From an optimization exercise on the open Yosys and OpenROAD flow, aimed at small area; shortcuts taken in it are not production practice.
Only simulation tests tie the RTL to the original design; equivalence was not proved.
Power figures rest on the tool's default switching activity, not on a simulated workload.

File: flow/run.sh
#!/bin/bash
# The standard layout with two changes:
# - the port buffers are the smallest buffer cell instead of the delay cell
#   buffer_ports picks by itself;
# - Yosys's synth skips its early "abc -fast", so extract_fa sees the full
#   adders as the RTL writes them, without inverters between them.
set -euo pipefail
export BUFFER_PORTS_ARGS="-buffer_cell sky130_fd_sc_hd__buf_1"
export SYNTH_ARGS="-noabc"
bash standard.sh finish > standard.log 2>&1
File: standard.sh
#!/bin/bash
# synth_recipe.tcl (not shown) runs the flow's synth.tcl, then flattens the netlist and writes it again
# the make line also repeats each setting of config.mk as NAME=value (left out here)
make -C /OpenROAD-flow-scripts/flow DESIGN_CONFIG=/design/flow/config.mk WORK_HOME=/design/flow/orfs CLKGATE_MAP_FILE= SYNTH_SCRIPT=/design/flow/synth_recipe.tcl "${@:-finish}"
File: config.mk
export PLATFORM = sky130hd
export DESIGN_NAME = Task3
export DESIGN_NICKNAME = Task3
export VERILOG_FILES = /design/flow/design.v
export SDC_FILE = /design/flow/constraint.sdc
export NUM_CORES = 4
export LEC_CHECK = 0
export ABC_AREA = 1
export CAP_MARGIN = 20
export CORE_MARGIN = 2
export CORE_UTILIZATION = 40
export SLEW_MARGIN = 20
File: constraint.sdc
create_clock -name core_clock -period 8.0 [get_ports {clk}]
set_input_delay 1.6000 -clock core_clock [delete_from_list [all_inputs] [get_ports {clk}]]
set_output_delay 1.6000 -clock core_clock [all_outputs]
set_load 0.01 [all_outputs]
File: design.v
module Task3(
	input [7:0] X0,
	input [7:0] X1,
	input [7:0] X2,
	input [7:0] X3,
	input [7:0] A0,
	input [7:0] A1,
	input [7:0] A2,
	input [7:0] A3,
	input clk,
	input rst,
	input enable,
	output ready,
	output valid,
	output [17:0] result
);
reg [3:0] cnt;
reg [7:0] a0, a1, a2, a3;
reg [7:0] xs0, xs1, xs2, xs3;
reg [9:0] h;
assign ready = (cnt == 4'd0) | (cnt == 4'd9);
assign valid = (cnt == 4'd9);
wire start = enable & ready;
wire first = (cnt == 4'd1);
wire c7 = (cnt == 4'd7);
wire last = (cnt == 4'd8);
always @(posedge clk) begin
	if (rst)
		cnt <= 4'd0;
	else if (start)
		cnt <= 4'd1;
	else if (ready)
		cnt <= 4'd0;
	else
		cnt <= cnt + 4'd1;
end
wire [9:0] nhin = first ? 10'h1ff : h;
wire b0 = xs0[0], b1 = xs1[0], b2 = xs2[0], b3 = xs3[0];
wire [7:0] npp0 = {a0[7] & b0, ~(a0[6:0] & {7{b0}})};
wire [7:0] npp1 = {a1[7] & b1, ~(a1[6:0] & {7{b1}})};
wire [7:0] npp2 = {a2[7] & b2, ~(a2[6:0] & {7{b2}})};
wire [7:0] npp3 = {a3[7] & b3, ~(a3[6:0] & {7{b3}})};
wire s1;
wire c2;
wire s3;
wire c4;
wire s5;
wire c6;
wire s7;
wire c8;
wire s9;
wire c10;
wire s11;
wire c12;
wire s13;
wire c14;
wire s15;
wire c16;
wire s17;
wire c18;
wire s19;
wire c20;
wire s21;
wire c22;
wire s23;
wire c24;
wire s25;
wire c26;
wire s27;
wire c28;
wire s29;
wire c30;
wire s31;
wire c32;
wire s33;
wire c34;
wire s35;
wire c36;
wire s37;
wire c38;
wire s39;
wire c40;
wire s41;
wire c42;
wire s43;
wire c44;
wire s45;
wire c46;
wire s47;
wire c48;
wire s49;
wire c50;
wire s51;
wire c52;
wire s53;
wire c54;
wire s55;
wire c56;
wire s57;
wire c58;
wire s59;
wire c60;
wire s61;
wire c62;
wire s63;
wire c64;
wire [10:0] ns;    
assign s1 = nhin[0] ^ npp0[0] ^ npp1[0];
assign c2 = (nhin[0] & npp0[0]) | (nhin[0] & npp1[0]) | (npp0[0] & npp1[0]);
assign s3 = npp2[0] ^ npp3[0] ^ s1;
assign c4 = (npp2[0] & npp3[0]) | (npp2[0] & s1) | (npp3[0] & s1);
assign s5 = nhin[1] ^ npp0[1] ^ npp1[1];
assign c6 = (nhin[1] & npp0[1]) | (nhin[1] & npp1[1]) | (npp0[1] & npp1[1]);
assign s7 = npp2[1] ^ npp3[1] ^ c2;
assign c8 = (npp2[1] & npp3[1]) | (npp2[1] & c2) | (npp3[1] & c2);
assign s9 = s5 ^ c4 ^ s7;
assign c10 = (s5 & c4) | (s5 & s7) | (c4 & s7);
assign s11 = nhin[2] ^ npp0[2] ^ npp1[2];
assign c12 = (nhin[2] & npp0[2]) | (nhin[2] & npp1[2]) | (npp0[2] & npp1[2]);
assign s13 = npp2[2] ^ npp3[2] ^ c6;
assign c14 = (npp2[2] & npp3[2]) | (npp2[2] & c6) | (npp3[2] & c6);
assign s15 = s11 ^ c8 ^ s13;
assign c16 = (s11 & c8) | (s11 & s13) | (c8 & s13);
assign s17 = ~(c10 ^ s15);
assign c18 = c10 | s15;
assign s19 = nhin[3] ^ npp0[3] ^ npp1[3];
assign c20 = (nhin[3] & npp0[3]) | (nhin[3] & npp1[3]) | (npp0[3] & npp1[3]);
assign s21 = npp2[3] ^ npp3[3] ^ c12;
assign c22 = (npp2[3] & npp3[3]) | (npp2[3] & c12) | (npp3[3] & c12);
assign s23 = s19 ^ c14 ^ s21;
assign c24 = (s19 & c14) | (s19 & s21) | (c14 & s21);
assign s25 = c16 ^ s23 ^ c18;
assign c26 = (c16 & s23) | (c16 & c18) | (s23 & c18);
assign s27 = nhin[4] ^ npp0[4] ^ npp1[4];
assign c28 = (nhin[4] & npp0[4]) | (nhin[4] & npp1[4]) | (npp0[4] & npp1[4]);
assign s29 = npp2[4] ^ npp3[4] ^ c20;
assign c30 = (npp2[4] & npp3[4]) | (npp2[4] & c20) | (npp3[4] & c20);
assign s31 = s27 ^ c22 ^ s29;
assign c32 = (s27 & c22) | (s27 & s29) | (c22 & s29);
assign s33 = c24 ^ s31 ^ c26;
assign c34 = (c24 & s31) | (c24 & c26) | (s31 & c26);
assign s35 = nhin[5] ^ npp0[5] ^ npp1[5];
assign c36 = (nhin[5] & npp0[5]) | (nhin[5] & npp1[5]) | (npp0[5] & npp1[5]);
assign s37 = npp2[5] ^ npp3[5] ^ c28;
assign c38 = (npp2[5] & npp3[5]) | (npp2[5] & c28) | (npp3[5] & c28);
assign s39 = s35 ^ c30 ^ s37;
assign c40 = (s35 & c30) | (s35 & s37) | (c30 & s37);
assign s41 = c32 ^ s39 ^ c34;
assign c42 = (c32 & s39) | (c32 & c34) | (s39 & c34);
assign s43 = nhin[6] ^ npp0[6] ^ npp1[6];
assign c44 = (nhin[6] & npp0[6]) | (nhin[6] & npp1[6]) | (npp0[6] & npp1[6]);
assign s45 = npp2[6] ^ npp3[6] ^ c36;
assign c46 = (npp2[6] & npp3[6]) | (npp2[6] & c36) | (npp3[6] & c36);
assign s47 = s43 ^ c38 ^ s45;
assign c48 = (s43 & c38) | (s43 & s45) | (c38 & s45);
assign s49 = c40 ^ s47 ^ c42;
assign c50 = (c40 & s47) | (c40 & c42) | (s47 & c42);
assign s51 = nhin[7] ^ npp0[7] ^ npp1[7];
assign c52 = (nhin[7] & npp0[7]) | (nhin[7] & npp1[7]) | (npp0[7] & npp1[7]);
assign s53 = npp2[7] ^ npp3[7] ^ c44;
assign c54 = (npp2[7] & npp3[7]) | (npp2[7] & c44) | (npp3[7] & c44);
assign s55 = s51 ^ c46 ^ s53;
assign c56 = (s51 & c46) | (s51 & s53) | (c46 & s53);
assign s57 = c48 ^ s55 ^ c50;
assign c58 = (c48 & s55) | (c48 & c50) | (s55 & c50);
assign s59 = nhin[8] ^ c52 ^ c54;
assign c60 = (nhin[8] & c52) | (nhin[8] & c54) | (c52 & c54);
assign s61 = c56 ^ s59 ^ c58;
assign c62 = (c56 & s59) | (c56 & c58) | (s59 & c58);
assign s63 = nhin[9] ^ c60 ^ c62;
assign c64 = (nhin[9] & c60) | (nhin[9] & c62) | (c60 & c62);
assign ns = {c64, s63, s61, s57, s49, s41, s33, s25, s17, s9, s3};
wire [9:0] hnext = ns[10:1] ^ {c7 | last, {9{c7}}};
wire rbit = ns[0] ^ ~last;
always @(posedge clk) begin
	if (ready) begin
		a0 <= A0; a1 <= A1; a2 <= A2; a3 <= A3;
		xs0 <= X0; xs1 <= X1; xs2 <= X2; xs3 <= X3;
	end else begin
		xs0 <= {rbit, xs0[7:1]};
		xs1 <= {X1[7], xs1[7:1]};
		xs2 <= {X2[7], xs2[7:1]};
		xs3 <= {X3[7], xs3[7:1]};
	end
	h <= hnext;
end
assign result = {h, xs0};
endmodule
==> impl_metrics.json <==
{
  "status": "no timing/DRC/antenna violations",
  "postSynth.asyncResetShare_pct": 0,
  "num_antenna_cells": 0,
  "synth_area_leaders": "edfxtp_1 26%, dfxtp_1 25%, fa_1 17%, nand2_1 13%, inv_1 6.6%",
  "fin_setup_tns_ns": 0,
  "cap_violations": 0,
  "power_mw": 1.39,
  "crit_type": "reg2reg",
  "synth.top_cell.area_share_pct": 26.5,
  "fin_crit_ns": 6.03,
  "fill_cells": 865,
  "fin_ws_ns": 1.97,
  "grt_pass1_wl_mm": 11.3,
  "post-place-ws_ns": 1.93,
  "die_w_um": 99.3,
  "nets": 541,
  "crit_buf_inv": 4,
  "p_leak_nw": 2.00,
  "ant_nets": 0,
  "wl_mm": 6.70,
  "ys.warnings.count": 1,
  "cts_tree": "done",
  "dr_wl_met3_um": 550,
  "area_growth_pct": 15.4,
  "cp.depth": 19,
  "drive_above_1_share_pct": 6.32,
  "gp_congestion": 0.762,
  "grt_max_degree": 64,
  "whs_path_depth": 2,
  "reg2reg_to": "h[8]",
  "cts.sinks": 78,
  "ys.flop_type": "dfxtp_1",
  "hold_path_class": "reg2reg",
  "synth_edf_count": 32,
  "route.detailed.drc": 0,
  "drt_iter0_drc": 47,
  "clock_latency_ns": 0.35,
  "cts-root-buf": "clkbuf_8",
  "die_area_sq_um": 9850,
  "synth_fp_nets": 456,
  "relSlewSlack_pct": 50.8,
  "cp-end-kind": "flop",
  "hpwlAfterDp_mm": 4.88,
  "cts-resized-gates": 0,
  "cts_setup_buffers": 0,
  "multi_input_area_sq_um": 1410,
  "cts_hold_buf": 0,
  "worstMarginPinSlew_ns": 0.738,
  "synth_top_cell_by_area": "edfxtp_1",
  "cpMostUsedCell": "fa_1",
  "synth.distinct_cells": 22,
  "drv_slew": 0,
  "synthCells": 353,
  "min_to": "xs3[2]",
  "hold_violations": 0,
  "p_per_area_nw_per_um2": 332,
  "ys_ff_latch": 78,
  "critPathRequiredTime_ns": 8.21,
  "cp_max_fo": 10,
  "worst_setup_path_start_kind": "flop",
  "route.met2.wl_mm": 3.14,
  "h-tree-depth": 3,
  "r2r_setup_slack_ns": 1.97,
  "cts_buffers": 9,
  "reg2reg_depth": 19,
  "worstReg2RegStart": "cnt[0]",
  "startpoint": "cnt[0]",
  "wl_per_cell_um": 12.2,
  "path_clk_slew_ns": 0.09,
  "grt_pass1_vias": 2447,
  "io_buffers": 86,
  "critical-path-slowest-cell": "fa_1",
  "clockBufferDepth": 2,
  "fp-row-count": 34,
  "die_h_um": 99.3,
  "crit_chain": "ha_1 > nand2_1 > inv_2 > nor2_1 > fa_1 > fa_1 > inv_1 > fa_1 > inv_1 > ha_1 > inv_1 > fa_1 > fa_1 > fa_1 > fa_1 > fa_1 > fa_1 > fa_1 > xnor2_1",
  "ir_drop_uv": 139,
  "fmax_mhz": 166,
  "start_util_pct": 41.4,
  "boundaryPins": 87,
  "core_area_sq_um": 8760,
  "drt-vias-per-instance": 4.31,
  "hp-start": "xs3[3]",
  "wl_met1_mm": 2.87,
  "drt_first_pass_iters": 6,
  "num_vias": 2373,
  "routed.top_layer": "met4",
  "rsz0062_at_grt": "false",
  "slowest_delay_ns": 0.51,
  "skew_ns": 0.0142,
  "ff_latch_area_sq_um": 1880,
  "finalCritPeriodShare_pct": 75.4,
  "setup_viol": 0,
  "crit_arrival_ns": 6.25,
  "syn-cell-area_sq_um": 3630,
  "antenna_found_initial": 0,
  "ys_seq_area_share_pct": 51.8,
  "grtUsageTotal_pct": 14.7,
  "gr-total-overflow": 0,
  "cp_top_family": "adder cells",
  "syn_avg_cell_area_sq_um": 10.3
}
-- how the worst max path moves through the flow --
stage / slack [ns] / endpoint
finish: 1.97 / h[8]
global placement: 2.10 / h[8]
global route: 1.75 / h[8]
detailed placement: 1.93 / h[8]
CTS: 1.92 / h[8]
floorplan: 2.32 / h[8]
-- cell type report --
class	instances	share of cell area, %
Multi-Input combinational cell	197	33.6
Inverter	66	5.97
Sequential cell	78	44.9
Tap cell	108	3.22
Clock inverter	5	0.985
Timing Repair Buffer	86	7.70
Clock buffer	11	3.61
-- cells by family after synthesis --
group	after synthesis	synth area share, %
simple gates	148	16.9
xor+xnor	12	2.90
fa+ha+maj	36	18.8
buf+inv	78	9.38
flops	78	51.8
compound gates	1	0.138
-- tightest hold or removal path, delay by kind of cell, from the launching register on --
kind / cells / cell delay [ns]
and+or+nand+nor: 2 / 0.09
DFF: 1 / 0.32
-- registers in the layout, indices dropped and copies added (netlist names) --
register,count
h,10
a0,8
a1,8
a2,8
a3,8
xs0,8
xs1,8
xs2,8
xs3,8
cnt,4
-- cell usage after synthesis (2+ instances only) --
| cell | count |
|---|---|
| fa_1 | 31 |
| or2_2 | 2 |
| xor2_1 | 3 |
| nand2_1 | 124 |
| dfxtp_1 | 46 |
| nand3_1 | 4 |
| clkbuf_1 | 4 |
| inv_1 | 64 |
| xnor2_1 | 9 |
| nor2_2 | 4 |
| nor2_1 | 9 |
| buf_4 | 3 |
| nand2_4 | 3 |
| edfxtp_1 | 32 |
| buf_6 | 4 |
| ha_1 | 5 |
-- metrics by stage --
stage / hold slack, ns / cells / cell area (sq um) / util (%)
after floorplan: 0.396 / 353 / 3630 / -
after global placement: 0.401 / 535 / 4000 / 45.6
after global routing: 0.444 / 551 / 4190 / 47.8
after detailed placement: 0.406 / 535 / 4000 / 45.6
final: 0.425 / 551 / 4190 / 47.8
after CTS: 0.426 / 551 / 4190 / 47.8
-- metal layers --
metal / GRT usage [%] / up-vias
li1: - / 1202
met1: 17.7 / 1076
met2: 24.0 / 84
met3: 5.69 / 11
met4: 5.27 / 0
met5: 0 / -
-- placed cells by master (no fill, tap or decap), drive strengths merged --
master	n
xor2	3
a21oi	1
fa	31
or2	2
xnor2	9
nand2	127
dfxtp	46
clkinv	3
ha	5
nor2	13
nand4	1
inv	68
nand3	5
clkbuf	11
buf	86
edfxtp	32
-- power breakdown --
group | internal, mW | switching, mW
registers | 0.502 | 0.0412
clock network | 0.133 | 0.147
logic | 0.269 | 0.300

==> static timing again, ports no longer ideal <==
Ports are ideal in the flow. The routed layout listed here was re-timed in OpenROAD.
Step 1 assumes that a clkbuf_16 drives the clock port and a buf_2 every other input.
Step 2 also shifts input and output timing later by t, the mid clock arrival at the registers, as if the neighbouring blocks saw the same clock.
Three values: ideal, step 1, step 2; two values: the first two.
t, ns: 0.371
setup slack, ns: 1.965 / 1.965 / 1.965
worst slew at a driven data input, ns: 0.05
pins driven straight from the clock port: 1
After both steps this run still meets setup and hold. The setup slack of this run moves by 0.000 ns with the drivers and by 0.000 ns with both steps.
